From an optimization exercise on the open Yosys and OpenROAD flow, aimed at small area; shortcuts taken in it are not production practice. No functional check of the RTL was part of this run. Power and IR drop assume default switching activity.

### design.v
module classifier_top (
  input  wire clk,
  input  wire rst_n,
  input  wire signed [3:0]  x_int4,
  input  wire signed [7:0]  w_int8,
  input  wire new_feat,
  input  wire new_class,
  input  wire [2:0] class_id,
  output reg  signed [19:0] acc20,
  output reg  signed [19:0] max_score,
  output reg  [2:0] max_class
);
  wire en1;
  c_nor2b u_en1 (new_class, new_feat, en1);
  wire nxg2;
  c_nand2 u_nxg2 (x_int4[0], en1, nxg2);
  wire nxg3;
  c_nand2 u_nxg3 (x_int4[1], en1, nxg3);
  wire nxg4;
  c_nand2 u_nxg4 (x_int4[2], en1, nxg4);
  wire nxg5;
  c_nand2 u_nxg5 (x_int4[3], en1, nxg5);
  wire xg6;
  c_inv u_xg6 (nxg5, xg6);
  wire nw7;
  c_inv u_nw7 (w_int8[0], nw7);
  wire nw8;
  c_inv u_nw8 (w_int8[1], nw8);
  wire nw9;
  c_inv u_nw9 (w_int8[2], nw9);
  wire nw10;
  c_inv u_nw10 (w_int8[3], nw10);
  wire nw11;
  c_inv u_nw11 (w_int8[4], nw11);
  wire nw12;
  c_inv u_nw12 (w_int8[5], nw12);
  wire nw13;
  c_inv u_nw13 (w_int8[6], nw13);
  wire pp14;
  c_nor2 u_pp14 (nxg2, nw7, pp14);
  wire pp15;
  c_nor2 u_pp15 (nxg2, nw8, pp15);
  wire pp16;
  c_nor2 u_pp16 (nxg2, nw9, pp16);
  wire pp17;
  c_nor2 u_pp17 (nxg2, nw10, pp17);
  wire pp18;
  c_nor2 u_pp18 (nxg2, nw11, pp18);
  wire pp19;
  c_nor2 u_pp19 (nxg2, nw12, pp19);
  wire pp20;
  c_nor2 u_pp20 (nxg2, nw13, pp20);
  wire pp21;
  c_nand2b u_pp21 (nxg2, w_int8[7], pp21);
  wire pp22;
  c_nor2 u_pp22 (nxg3, nw7, pp22);
  wire pp23;
  c_nor2 u_pp23 (nxg3, nw8, pp23);
  wire pp24;
  c_nor2 u_pp24 (nxg3, nw9, pp24);
  wire pp25;
  c_nor2 u_pp25 (nxg3, nw10, pp25);
  wire pp26;
  c_nor2 u_pp26 (nxg3, nw11, pp26);
  wire pp27;
  c_nor2 u_pp27 (nxg3, nw12, pp27);
  wire pp28;
  c_nor2 u_pp28 (nxg3, nw13, pp28);
  wire pp29;
  c_nand2b u_pp29 (nxg3, w_int8[7], pp29);
  wire pp30;
  c_nor2 u_pp30 (nxg4, nw7, pp30);
  wire pp31;
  c_nor2 u_pp31 (nxg4, nw8, pp31);
  wire pp32;
  c_nor2 u_pp32 (nxg4, nw9, pp32);
  wire pp33;
  c_nor2 u_pp33 (nxg4, nw10, pp33);
  wire pp34;
  c_nor2 u_pp34 (nxg4, nw11, pp34);
  wire pp35;
  c_nor2 u_pp35 (nxg4, nw12, pp35);
  wire pp36;
  c_nor2 u_pp36 (nxg4, nw13, pp36);
  wire pp37;
  c_nand2b u_pp37 (nxg4, w_int8[7], pp37);
  wire pp38;
  c_nand2 u_pp38 (xg6, w_int8[0], pp38);
  wire pp39;
  c_nand2 u_pp39 (xg6, w_int8[1], pp39);
  wire pp40;
  c_nand2 u_pp40 (xg6, w_int8[2], pp40);
  wire pp41;
  c_nand2 u_pp41 (xg6, w_int8[3], pp41);
  wire pp42;
  c_nand2 u_pp42 (xg6, w_int8[4], pp42);
  wire pp43;
  c_nand2 u_pp43 (xg6, w_int8[5], pp43);
  wire pp44;
  c_nand2 u_pp44 (xg6, w_int8[6], pp44);
  wire pp45;
  c_nor2b u_pp45 (nxg5, w_int8[7], pp45);
  wire ag46;
  c_nor2b u_ag46 (new_class, acc20[1], ag46);
  wire f47, f48;
  c_fa u_f47 (ag46, pp15, pp22, f47, f48);
  wire ag49;
  c_nor2b u_ag49 (new_class, acc20[2], ag49);
  wire f50, f51;
  c_fa u_f50 (ag49, pp16, pp23, f50, f51);
  wire f52, f53;
  c_fa u_f52 (pp30, f48, f50, f52, f53);
  wire ag54;
  c_nor2b u_ag54 (new_class, acc20[3], ag54);
  wire s55;
  c_xnor2 u_s55 (ag54, pp17, s55);
  wire co56;
  c_or2 u_co56 (ag54, pp17, co56);
  wire f57, f58;
  c_fa u_f57 (pp24, pp31, pp38, f57, f58);
  wire f59, f60;
  c_fa u_f59 (s55, f51, f57, f59, f60);
  wire ag61;
  c_nor2b u_ag61 (new_class, acc20[4], ag61);
  wire f62, f63;
  c_fa u_f62 (ag61, pp18, pp25, f62, f63);
  wire f64, f65;
  c_fa u_f64 (pp32, pp39, co56, f64, f65);
  wire f66, f67;
  c_fa u_f66 (f58, f62, f64, f66, f67);
  wire ag68;
  c_nor2b u_ag68 (new_class, acc20[5], ag68);
  wire f69, f70;
  c_fa u_f69 (ag68, pp19, pp26, f69, f70);
  wire f71, f72;
  c_fa u_f71 (pp33, pp40, f63, f71, f72);
  wire f73, f74;
  c_fa u_f73 (f69, f65, f71, f73, f74);
  wire ag75;
  c_nor2b u_ag75 (new_class, acc20[6], ag75);
  wire f76, f77;
  c_fa u_f76 (ag75, pp20, pp27, f76, f77);
  wire f78, f79;
  c_fa u_f78 (pp34, pp41, f70, f78, f79);
  wire f80, f81;
  c_fa u_f80 (f76, f72, f78, f80, f81);
  wire ag82;
  c_nor2b u_ag82 (new_class, acc20[7], ag82);
  wire s83;
  c_xnor2 u_s83 (ag82, pp21, s83);
  wire co84;
  c_or2 u_co84 (ag82, pp21, co84);
  wire f85, f86;
  c_fa u_f85 (pp28, pp35, pp42, f85, f86);
  wire f87, f88;
  c_fa u_f87 (s83, f77, f85, f87, f88);
  wire f89, f90;
  c_fa u_f89 (f79, f87, f81, f89, f90);
  wire ag91;
  c_nor2b u_ag91 (new_class, acc20[8], ag91);
  wire f92, f93;
  c_fa u_f92 (ag91, pp29, pp36, f92, f93);
  wire f94, f95;
  c_fa u_f94 (pp43, co84, f86, f94, f95);
  wire f96, f97;
  c_fa u_f96 (f92, f88, f94, f96, f97);
  wire ag98;
  c_nor2b u_ag98 (new_class, acc20[9], ag98);
  wire f99, f100;
  c_fa u_f99 (ag98, pp37, pp44, f99, f100);
  wire f101, f102;
  c_fa u_f101 (f93, f99, f95, f101, f102);
  wire ag103;
  c_nor2b u_ag103 (new_class, acc20[10], ag103);
  wire f104, f105;
  c_fa u_f104 (ag103, pp45, f100, f104, f105);
  wire ag106;
  c_nor2b u_ag106 (new_class, acc20[11], ag106);
  wire s107;
  c_xnor2 u_s107 (ag106, f105, s107);
  wire co108;
  c_or2 u_co108 (ag106, f105, co108);
  wire ag109;
  c_nor2b u_ag109 (new_class, acc20[12], ag109);
  wire s110;
  c_xnor2 u_s110 (ag109, co108, s110);
  wire co111;
  c_or2 u_co111 (ag109, co108, co111);
  wire ag112;
  c_nor2b u_ag112 (new_class, acc20[13], ag112);
  wire s113;
  c_xnor2 u_s113 (ag112, co111, s113);
  wire co114;
  c_or2 u_co114 (ag112, co111, co114);
  wire ag115;
  c_nor2b u_ag115 (new_class, acc20[14], ag115);
  wire s116;
  c_xnor2 u_s116 (ag115, co114, s116);
  wire co117;
  c_or2 u_co117 (ag115, co114, co117);
  wire ag118;
  c_nor2b u_ag118 (new_class, acc20[15], ag118);
  wire s119;
  c_xnor2 u_s119 (ag118, co117, s119);
  wire co120;
  c_or2 u_co120 (ag118, co117, co120);
  wire ag121;
  c_nor2b u_ag121 (new_class, acc20[16], ag121);
  wire s122;
  c_xnor2 u_s122 (ag121, co120, s122);
  wire co123;
  c_or2 u_co123 (ag121, co120, co123);
  wire ag124;
  c_nor2b u_ag124 (new_class, acc20[17], ag124);
  wire s125;
  c_xnor2 u_s125 (ag124, co123, s125);
  wire co126;
  c_or2 u_co126 (ag124, co123, co126);
  wire ag127;
  c_nor2b u_ag127 (new_class, acc20[18], ag127);
  wire s128;
  c_xnor2 u_s128 (ag127, co126, s128);
  wire co129;
  c_or2 u_co129 (ag127, co126, co129);
  wire ag130;
  c_nor2b u_ag130 (new_class, acc20[19], ag130);
  wire s131;
  c_xnor2 u_s131 (ag130, co129, s131);
  wire co132;
  c_or2 u_co132 (ag130, co129, co132);
  wire ag133;
  c_nor2b u_ag133 (new_class, acc20[0], ag133);
  wire h134, h135;
  c_ha u_h134 (ag133, pp14, h134, h135);
  wire s136;
  c_xor2 u_s136 (f47, h135, s136);
  wire cy137;
  c_nand2 u_cy137 (f47, h135, cy137);
  wire s138;
  c_xnor2 u_s138 (f52, cy137, s138);
  wire cy139;
  c_nand2b u_cy139 (cy137, f52, cy139);
  wire ci140;
  c_inv u_ci140 (cy139, ci140);
  wire f141, f142;
  c_fa u_f141 (f53, f59, ci140, f141, f142);
  wire gp143, gp144;
  c_ha u_gp143 (f60, f66, gp143, gp144);
  wire s145;
  c_xor2 u_s145 (gp143, f142, s145);
  wire cy146;
  c_a21oi u_cy146 (gp143, f142, gp144, cy146);
  wire pn147;
  c_xnor2 u_pn147 (f67, f73, pn147);
  wire gn148;
  c_nand2 u_gn148 (f67, f73, gn148);
  wire s149;
  c_xor2 u_s149 (pn147, cy146, s149);
  wire cy150;
  c_o21ai u_cy150 (pn147, cy146, gn148, cy150);
  wire gp151, gp152;
  c_ha u_gp151 (f74, f80, gp151, gp152);
  wire s153;
  c_xor2 u_s153 (gp151, cy150, s153);
  wire cy154;
  c_a21oi u_cy154 (gp151, cy150, gp152, cy154);
  wire s155;
  c_xnor2 u_s155 (f89, cy154, s155);
  wire cy156;
  c_nand2b u_cy156 (cy154, f89, cy156);
  wire pn157;
  c_xnor2 u_pn157 (f96, f90, pn157);
  wire gn158;
  c_nand2 u_gn158 (f96, f90, gn158);
  wire s159;
  c_xor2 u_s159 (pn157, cy156, s159);
  wire cy160;
  c_o21ai u_cy160 (pn157, cy156, gn158, cy160);
  wire gp161, gp162;
  c_ha u_gp161 (f97, f101, gp161, gp162);
  wire s163;
  c_xor2 u_s163 (gp161, cy160, s163);
  wire cy164;
  c_a21oi u_cy164 (gp161, cy160, gp162, cy164);
  wire pn165;
  c_xnor2 u_pn165 (f104, f102, pn165);
  wire gn166;
  c_nand2 u_gn166 (f104, f102, gn166);
  wire s167;
  c_xor2 u_s167 (pn165, cy164, s167);
  wire cy168;
  c_o21ai u_cy168 (pn165, cy164, gn166, cy168);
  wire s169;
  c_xor2 u_s169 (s107, cy168, s169);
  wire cy170;
  c_nand2 u_cy170 (s107, cy168, cy170);
  wire s171;
  c_xnor2 u_s171 (s110, cy170, s171);
  wire cy172;
  c_nand2b u_cy172 (cy170, s110, cy172);
  wire s173;
  c_xnor2 u_s173 (s113, cy172, s173);
  wire cy174;
  c_nand2b u_cy174 (cy172, s113, cy174);
  wire s175;
  c_xnor2 u_s175 (s116, cy174, s175);
  wire cy176;
  c_nand2b u_cy176 (cy174, s116, cy176);
  wire s177;
  c_xnor2 u_s177 (s119, cy176, s177);
  wire cy178;
  c_nand2b u_cy178 (cy176, s119, cy178);
  wire s179;
  c_xnor2 u_s179 (s122, cy178, s179);
  wire cy180;
  c_nand2b u_cy180 (cy178, s122, cy180);
  wire s181;
  c_xnor2 u_s181 (s125, cy180, s181);
  wire cy182;
  c_nand2b u_cy182 (cy180, s125, cy182);
  wire s183;
  c_xnor2 u_s183 (s128, cy182, s183);
  wire cy184;
  c_nand2b u_cy184 (cy182, s128, cy184);
  wire s185;
  c_xnor2 u_s185 (s131, cy184, s185);
  wire gt186;
  c_nor2b u_gt186 (max_score[0], acc20[0], gt186);
  wire cx187;
  c_nor2b u_cx187 (max_score[1], acc20[1], cx187);
  wire cy188;
  c_nand2b u_cy188 (acc20[1], max_score[1], cy188);
  wire gt189;
  c_a21oi u_gt189 (cy188, gt186, cx187, gt189);
  wire cx190;
  c_nand2b u_cx190 (max_score[2], acc20[2], cx190);
  wire cy191;
  c_nor2b u_cy191 (acc20[2], max_score[2], cy191);
  wire gt192;
  c_o21ai u_gt192 (cy191, gt189, cx190, gt192);
  wire cx193;
  c_nor2b u_cx193 (max_score[3], acc20[3], cx193);
  wire cy194;
  c_nand2b u_cy194 (acc20[3], max_score[3], cy194);
  wire gt195;
  c_a21oi u_gt195 (cy194, gt192, cx193, gt195);
  wire cx196;
  c_nand2b u_cx196 (max_score[4], acc20[4], cx196);
  wire cy197;
  c_nor2b u_cy197 (acc20[4], max_score[4], cy197);
  wire gt198;
  c_o21ai u_gt198 (cy197, gt195, cx196, gt198);
  wire cx199;
  c_nor2b u_cx199 (max_score[5], acc20[5], cx199);
  wire cy200;
  c_nand2b u_cy200 (acc20[5], max_score[5], cy200);
  wire gt201;
  c_a21oi u_gt201 (cy200, gt198, cx199, gt201);
  wire cx202;
  c_nand2b u_cx202 (max_score[6], acc20[6], cx202);
  wire cy203;
  c_nor2b u_cy203 (acc20[6], max_score[6], cy203);
  wire gt204;
  c_o21ai u_gt204 (cy203, gt201, cx202, gt204);
  wire cx205;
  c_nor2b u_cx205 (max_score[7], acc20[7], cx205);
  wire cy206;
  c_nand2b u_cy206 (acc20[7], max_score[7], cy206);
  wire gt207;
  c_a21oi u_gt207 (cy206, gt204, cx205, gt207);
  wire cx208;
  c_nand2b u_cx208 (max_score[8], acc20[8], cx208);
  wire cy209;
  c_nor2b u_cy209 (acc20[8], max_score[8], cy209);
  wire gt210;
  c_o21ai u_gt210 (cy209, gt207, cx208, gt210);
  wire cx211;
  c_nor2b u_cx211 (max_score[9], acc20[9], cx211);
  wire cy212;
  c_nand2b u_cy212 (acc20[9], max_score[9], cy212);
  wire gt213;
  c_a21oi u_gt213 (cy212, gt210, cx211, gt213);
  wire cx214;
  c_nand2b u_cx214 (max_score[10], acc20[10], cx214);
  wire cy215;
  c_nor2b u_cy215 (acc20[10], max_score[10], cy215);
  wire gt216;
  c_o21ai u_gt216 (cy215, gt213, cx214, gt216);
  wire cx217;
  c_nor2b u_cx217 (max_score[11], acc20[11], cx217);
  wire cy218;
  c_nand2b u_cy218 (acc20[11], max_score[11], cy218);
  wire gt219;
  c_a21oi u_gt219 (cy218, gt216, cx217, gt219);
  wire cx220;
  c_nand2b u_cx220 (max_score[12], acc20[12], cx220);
  wire cy221;
  c_nor2b u_cy221 (acc20[12], max_score[12], cy221);
  wire gt222;
  c_o21ai u_gt222 (cy221, gt219, cx220, gt222);
  wire cx223;
  c_nor2b u_cx223 (max_score[13], acc20[13], cx223);
  wire cy224;
  c_nand2b u_cy224 (acc20[13], max_score[13], cy224);
  wire gt225;
  c_a21oi u_gt225 (cy224, gt222, cx223, gt225);
  wire cx226;
  c_nand2b u_cx226 (max_score[14], acc20[14], cx226);
  wire cy227;
  c_nor2b u_cy227 (acc20[14], max_score[14], cy227);
  wire gt228;
  c_o21ai u_gt228 (cy227, gt225, cx226, gt228);
  wire cx229;
  c_nor2b u_cx229 (max_score[15], acc20[15], cx229);
  wire cy230;
  c_nand2b u_cy230 (acc20[15], max_score[15], cy230);
  wire gt231;
  c_a21oi u_gt231 (cy230, gt228, cx229, gt231);
  wire cx232;
  c_nand2b u_cx232 (max_score[16], acc20[16], cx232);
  wire cy233;
  c_nor2b u_cy233 (acc20[16], max_score[16], cy233);
  wire gt234;
  c_o21ai u_gt234 (cy233, gt231, cx232, gt234);
  wire cx235;
  c_nor2b u_cx235 (max_score[17], acc20[17], cx235);
  wire cy236;
  c_nand2b u_cy236 (acc20[17], max_score[17], cy236);
  wire gt237;
  c_a21oi u_gt237 (cy236, gt234, cx235, gt237);
  wire cx238;
  c_nand2b u_cx238 (max_score[18], acc20[18], cx238);
  wire cy239;
  c_nor2b u_cy239 (acc20[18], max_score[18], cy239);
  wire gt240;
  c_o21ai u_gt240 (cy239, gt237, cx238, gt240);
  wire cx241;
  c_nor2b u_cx241 (acc20[19], max_score[19], cx241);
  wire cy242;
  c_nand2b u_cy242 (max_score[19], acc20[19], cy242);
  wire gt243;
  c_a21oi u_gt243 (cy242, gt240, cx241, gt243);
  wire upd244;
  c_nor2b u_upd244 (gt243, new_class, upd244);
  wire updn245;
  c_nand2b u_updn245 (gt243, new_class, updn245);
  wire md246;
  c_a22o u_md246 (upd244, acc20[0], updn245, max_score[0], md246);
  wire md247;
  c_a22o u_md247 (upd244, acc20[1], updn245, max_score[1], md247);
  wire md248;
  c_a22o u_md248 (upd244, acc20[2], updn245, max_score[2], md248);
  wire md249;
  c_a22o u_md249 (upd244, acc20[3], updn245, max_score[3], md249);
  wire md250;
  c_a22o u_md250 (upd244, acc20[4], updn245, max_score[4], md250);
  wire md251;
  c_a22o u_md251 (upd244, acc20[5], updn245, max_score[5], md251);
  wire md252;
  c_a22o u_md252 (upd244, acc20[6], updn245, max_score[6], md252);
  wire md253;
  c_a22o u_md253 (upd244, acc20[7], updn245, max_score[7], md253);
  wire md254;
  c_a22o u_md254 (upd244, acc20[8], updn245, max_score[8], md254);
  wire md255;
  c_a22o u_md255 (upd244, acc20[9], updn245, max_score[9], md255);
  wire md256;
  c_a22o u_md256 (upd244, acc20[10], updn245, max_score[10], md256);
  wire md257;
  c_a22o u_md257 (upd244, acc20[11], updn245, max_score[11], md257);
  wire md258;
  c_a22o u_md258 (upd244, acc20[12], updn245, max_score[12], md258);
  wire md259;
  c_a22o u_md259 (upd244, acc20[13], updn245, max_score[13], md259);
  wire md260;
  c_a22o u_md260 (upd244, acc20[14], updn245, max_score[14], md260);
  wire md261;
  c_a22o u_md261 (upd244, acc20[15], updn245, max_score[15], md261);
  wire md262;
  c_a22o u_md262 (upd244, acc20[16], updn245, max_score[16], md262);
  wire md263;
  c_a22o u_md263 (upd244, acc20[17], updn245, max_score[17], md263);
  wire md264;
  c_a22o u_md264 (upd244, acc20[18], updn245, max_score[18], md264);
  wire md265;
  c_a22o u_md265 (upd244, acc20[19], updn245, max_score[19], md265);
  wire cd266;
  c_a22o u_cd266 (upd244, class_id[0], updn245, max_class[0], cd266);
  wire cd267;
  c_a22o u_cd267 (upd244, class_id[1], updn245, max_class[1], cd267);
  wire cd268;
  c_a22o u_cd268 (upd244, class_id[2], updn245, max_class[2], cd268);
  wire [19:0] acc_d = {s185, s183, s181, s179, s177, s175, s173, s171, s169, s167, s163, s159, s155, s153, s149, s145, f141, s138, s136, h134};
  wire [19:0] max_d = {md265, md264, md263, md262, md261, md260, md259, md258, md257, md256, md255, md254, md253, md252, md251, md250, md249, md248, md247, md246};
  wire [2:0] cls_d = {cd268, cd267, cd266};
  always @(posedge clk or negedge rst_n) begin
    if (!rst_n) begin
      acc20     <= 20'd0;
      max_score <= 20'd0;
      max_class <= 3'd0;
    end else begin
      acc20     <= acc_d;
      max_score <= max_d;
      max_class <= cls_d;
    end
  end
endmodule
module c_a21oi (input a1, input a2, input b1, output y);
  assign y = ~((a1 & a2) | b1);
endmodule
module c_a22o (input a1, input a2, input b1, input b2, output y);
  assign y = (a1 & a2) | (b1 & b2);
endmodule
module c_fa (input a, input b, input c, output s, output co);
  assign s = a ^ b ^ c;
  assign co = (a & b) | (a & c) | (b & c);
endmodule
module c_ha (input a, input b, output s, output co);
  assign s = a ^ b;
  assign co = a & b;
endmodule
module c_inv (input a, output y);
  assign y = ~a;
endmodule
module c_nand2 (input a, input b, output y);
  assign y = ~(a & b);
endmodule
module c_nand2b (input an, input b, output y);
  assign y = an | ~b;
endmodule
module c_nor2 (input a, input b, output y);
  assign y = ~(a | b);
endmodule
module c_nor2b (input a, input bn, output y);
  assign y = ~a & bn;
endmodule
module c_o21ai (input a1, input a2, input b1, output y);
  assign y = ~((a1 | a2) & b1);
endmodule
module c_or2 (input a, input b, output y);
  assign y = a | b;
endmodule
module c_xnor2 (input a, input b, output y);
  assign y = ~(a ^ b);
endmodule
module c_xor2 (input a, input b, output y);
  assign y = a ^ b;
endmodule
### flow/run.sh
#!/bin/bash
# The standard layout (standard.sh) with two changes to how the layout is made:
#  - the port buffers that buffer_ports inserts are sky130_fd_sc_hd__buf_1;
#  - after the standard synthesis (run unchanged), combinational cells that synthesis
#    upsized are set back to their smallest drive strength (downsize.tcl); the floorplan's
#    timing repair and the later repair steps upsize again wherever timing needs it.
# Each tool's output goes to its own log file here.
set -euo pipefail
export BUFFER_PORTS_ARGS="-buffer_cell sky130_fd_sc_hd__buf_1"
bash standard.sh synth > synth.log 2>&1
export RESULTS=orfs/results/sky130hd/classifier_top/base
openroad -no_init -exit flow/downsize.tcl > downsize.log 2>&1
bash standard.sh finish > standard_flow.log 2>&1
### flow/downsize.tcl
# Set every combinational cell of the synthesized netlist to its smallest-area variant of
# the same function (e.g. nor2b_4 -> nor2b_1). Registers, buffers and tie cells are kept.
set results $::env(RESULTS)
read_db $results/1_synth.odb
read_liberty $::env(FLOW_HOME)/platforms/sky130hd/lib/sky130_fd_sc_hd__tt_025C_1v80.lib
set db [ord::get_db]
set block [[$db getChip] getBlock]
set n 0
foreach inst [$block getInsts] {
  set m [[$inst getMaster] getName]
  if {![regexp {^sky130_fd_sc_hd__([a-z0-9]+)_([0-9]+)$} $m -> base size]} { continue }
  if {[regexp {^(df|edf|sdf|dl|buf|clkbuf|clkdly|dlygate|dlymetal|conb|tap|fill|decap|diode|lpflow|probe)} $base]} { continue }
  set best $m
  set best_area [[$inst getMaster] getWidth]
  foreach s {0 1 2} {
    set cand "sky130_fd_sc_hd__${base}_$s"
    set cm [$db findMaster $cand]
    if {$cm == "NULL" || $cand == $m} { continue }
    if {[get_lib_cells -quiet $cand] == ""} { continue }
    if {[$cm getWidth] < $best_area} {
      set best $cand
      set best_area [$cm getWidth]
    }
  }
  if {$best != $m} {
    puts "[$inst getName]: $m -> $best"
    replace_cell [$inst getName] $best
    incr n
  }
}
puts "downsized $n cells"
write_db $results/1_synth.odb
### standard.sh
#!/bin/bash
# synth_recipe.tcl (not shown) runs the flow's synth.tcl, then flattens the netlist and writes it again
# the make line also repeats each setting of config.mk as NAME=value (left out here)
make -C /OpenROAD-flow-scripts/flow DESIGN_CONFIG=/design/flow/config.mk WORK_HOME=/design/flow/orfs CLKGATE_MAP_FILE= SYNTH_SCRIPT=/design/flow/synth_recipe.tcl "${@:-finish}"
### config.mk
export PLATFORM = sky130hd
export DESIGN_NAME = classifier_top
export DESIGN_NICKNAME = classifier_top
export VERILOG_FILES = /design/flow/design.v
export SDC_FILE = /design/flow/constraint.sdc
export NUM_CORES = 4
export LEC_CHECK = 0
export CAP_MARGIN = 20
export CORE_MARGIN = 2
export CORE_UTILIZATION = 40
export GPL_TIMING_DRIVEN = 0
export SLEW_MARGIN = 20
export SYNTH_HIERARCHICAL = 1
export SYNTH_MINIMUM_KEEP_SIZE = 0
### constraint.sdc
create_clock -name core_clock -period 6.5 [get_ports {clk}]
set_input_delay 1.3000 -clock core_clock [delete_from_list [all_inputs] [get_ports {clk}]]
set_output_delay 1.3000 -clock core_clock [all_outputs]
set_load 0.01 [all_outputs]
==> results.yml <==
detailed_routing:
  final_antenna_net_count: 0
  routed_wl_mm: 5.76
  wl_per_cell_um: 12.7
  drtIter0Drc: 83
  vias: 2170
  first_pass_iters: 4
  drc_errors: 0
  viasPerCell: 4.80
floorplanning:
  start_util_pct: 40.7
  io_pins: 62
  die_h_um: 89.4
  core-area_um2: 7180
  dieArea_um2: 7990
  die_x_um: 89.4
  rows: 31
critical_path:
  worst-path-stages: 25
  cp.required_ns: 6.69
  reg2reg_from: "acc20[4]"
  setup.worst_path.start_class: "primary input"
  crit_family: "simple AND/OR/NAND/NOR gates"
  r2r_slack_ns: 1.65
  path_buf_inv: 2
  crit_fanout: 23
  cp_slowest_cell: "fa_1"
  endpoint_kind: "flop"
  endpoint: "acc20[19]"
  worstSetupPathType: "primary input to flop"
  critPathArrivalTime_ns: 6.16
  r2r_cells: 20
  cp_common_cell: "nand2b_1"
  crit_start: "new_class"
  cp_slowest_stage_delay_ns: 0.53
  reg2reg_to: "acc20[19]"
final_layout:
  layout.nets: 399
  diodes: 0
  layout_commonest_cell: "buf_1"
  mostFrequentLayoutCells: "buf_1 (59), dfrtp_1 (43), nor2b_1 (41), nand2b_1 (32)"
  fillers: 718
  area_delta_synth_final_pct: 16.9
  drive_above_1_share_pct: 3.97
cts:
  cts_root_buffer: "clkbuf_8"
  clk_latency_ns: 0.29
  cts_buffer_depth: 2
  cts_buffers: 5
  tritoncts: "yes"
  postCtsSetupBuffers: 0
  cts.clk_slew.worst_paths_ns: 0.08
  numClockSinks: 43
  h-tree-depth: 2
  cts_hold_buf: 0
placed_design:
  port_buffers: 61
  dp_hpwl_mm: 4.46
  globalplace.congestion: 0.737
sta:
  setup_tns_ns: 0
  whs_ns: 0.502
  fin_skew_ns: 0.00527
  maxSlewHeadroom_pct: 35.8
  slew_violations: 0
  min_period_ns: 5.97
  worst_slew_pin_slew_ns: 0.963
  max_freq_mhz: 167
  hold_viol_final: 0
  setup_violations: 0
  rsz0062_at_grt: "false"
  period_share_pct: 91.9
power_and_ir_drop:
  p_leak_nw: 1.43
  peakVddDrop_uv: 237
  power_density_nw_per_um2: 451
grt:
  antenna_found_initial: 0
  grt_pass1_vias: 2133
  grt_start_max_net_pins: 24
  grt_pass1_wl_mm: 9.89
  grtUsageTotal_pct: 16.0
  overflow: 0
synthesis:
  ys_warn_count: 7
  synth_cells: 282
  synth_nets: 329
  avgSynthCellArea_um2: 10.3
  syn_area_um2: 2920
outcome:
  status: "complete, no violations"
worst_hold_path:
  hold_class: "flop to flop"
job:
  cap_violations: 0
[what timing repair did]
item,4_1_cts,5_1_grt
setup endpoints to repair,2,3
gates resized for setup,2,5
pin swaps,0,0
hold endpoints to repair,0,0
[how the worst min path moves through the flow]
stage | from | endpoint | slack [ns] | cells after the start
floorplan | max_class[0] | max_class[0] | 0.53 | 1
global placement | max_class[1] | max_class[1] | 0.48 | 1
detailed placement | max_class[1] | max_class[1] | 0.48 | 1
CTS | max_class[1] | max_class[1] | 0.51 | 1
global route | max_class[1] | max_class[1] | 0.52 | 1
finish | max_class[1] | max_class[1] | 0.50 | 1
[final cells by class]
cell class                      instances  area [µm²]  area share, %
Timing Repair Buffer                   63         277           8.11
Tap cell                               99         124           3.63
Sequential cell                        43        1080           31.5
Multi-Input combinational cell        230        1820           53.2
Clock buffer                            6        72.6           2.13
Clock inverter                          2        12.5          0.367
Inverter                                9        33.8          0.990
[metrics by stage]
stage | instance area (µm²) | power, mW | utilization [%] | cells | worst slack (ns)
finish | 3410 | 1.54 | 47.5 | 452 | 0.528
global route | 3410 | 1.70 | 47.5 | 452 | 0.0153
CTS | 3410 | 1.57 | 47.5 | 452 | 0.0981
detailed placement | 3320 | 1.39 | 46.2 | 444 | -0.595
global placement | 3270 | 1.36 | 45.6 | 442 | -0.551
floorplan | 2920 | 1.14 | - | 282 | 0.852
[registers in the layout, indices dropped and copies added, names as in the netlist]
name	flops
acc20	20
max_score	20
max_class	3
[where the power goes]
part           switching, mW  internal [mW]  total (mW)
sequential             0.124          0.395       0.519
clock                 0.0917         0.0751       0.167
combinational          0.442          0.412       0.854
total                  0.657          0.883        1.54
[metal layers]
metal	GRT usage (%)	vias to the layer above	part of all wire [%]
met5	0	-	0
met4	4.07	0	0.73
met3	3.51	5	5.6
met2	24.5	54	45
met1	23.0	1052	48
li1	-	1059	-

separate check: timing with driven ports:
Ports are ideal in the flow. The routed layout listed here was re-timed in OpenROAD. Step 1 (the two cells are an assumption about what drives the block):
set clk [get_ports {clk}]
set_driving_cell -lib_cell sky130_fd_sc_hd__clkbuf_16 $clk
set_driving_cell -lib_cell sky130_fd_sc_hd__buf_2 [delete_from_list [all_inputs] $clk]
Step 2 also shifts input and output timing later by t, the mid clock arrival at the registers, as if the neighbouring blocks saw the same clock. a / b / c = ideal / step 1 / step 2; a / b = the first two.
t, ns: 0.321
setup slack, ns: 0.528 / 0.532 / 0.211
pins driven straight from the clock port: 1
After both steps this run still meets setup and hold. The setup slack of this run moves by +0.004 ns with the drivers and by -0.317 ns with both steps.
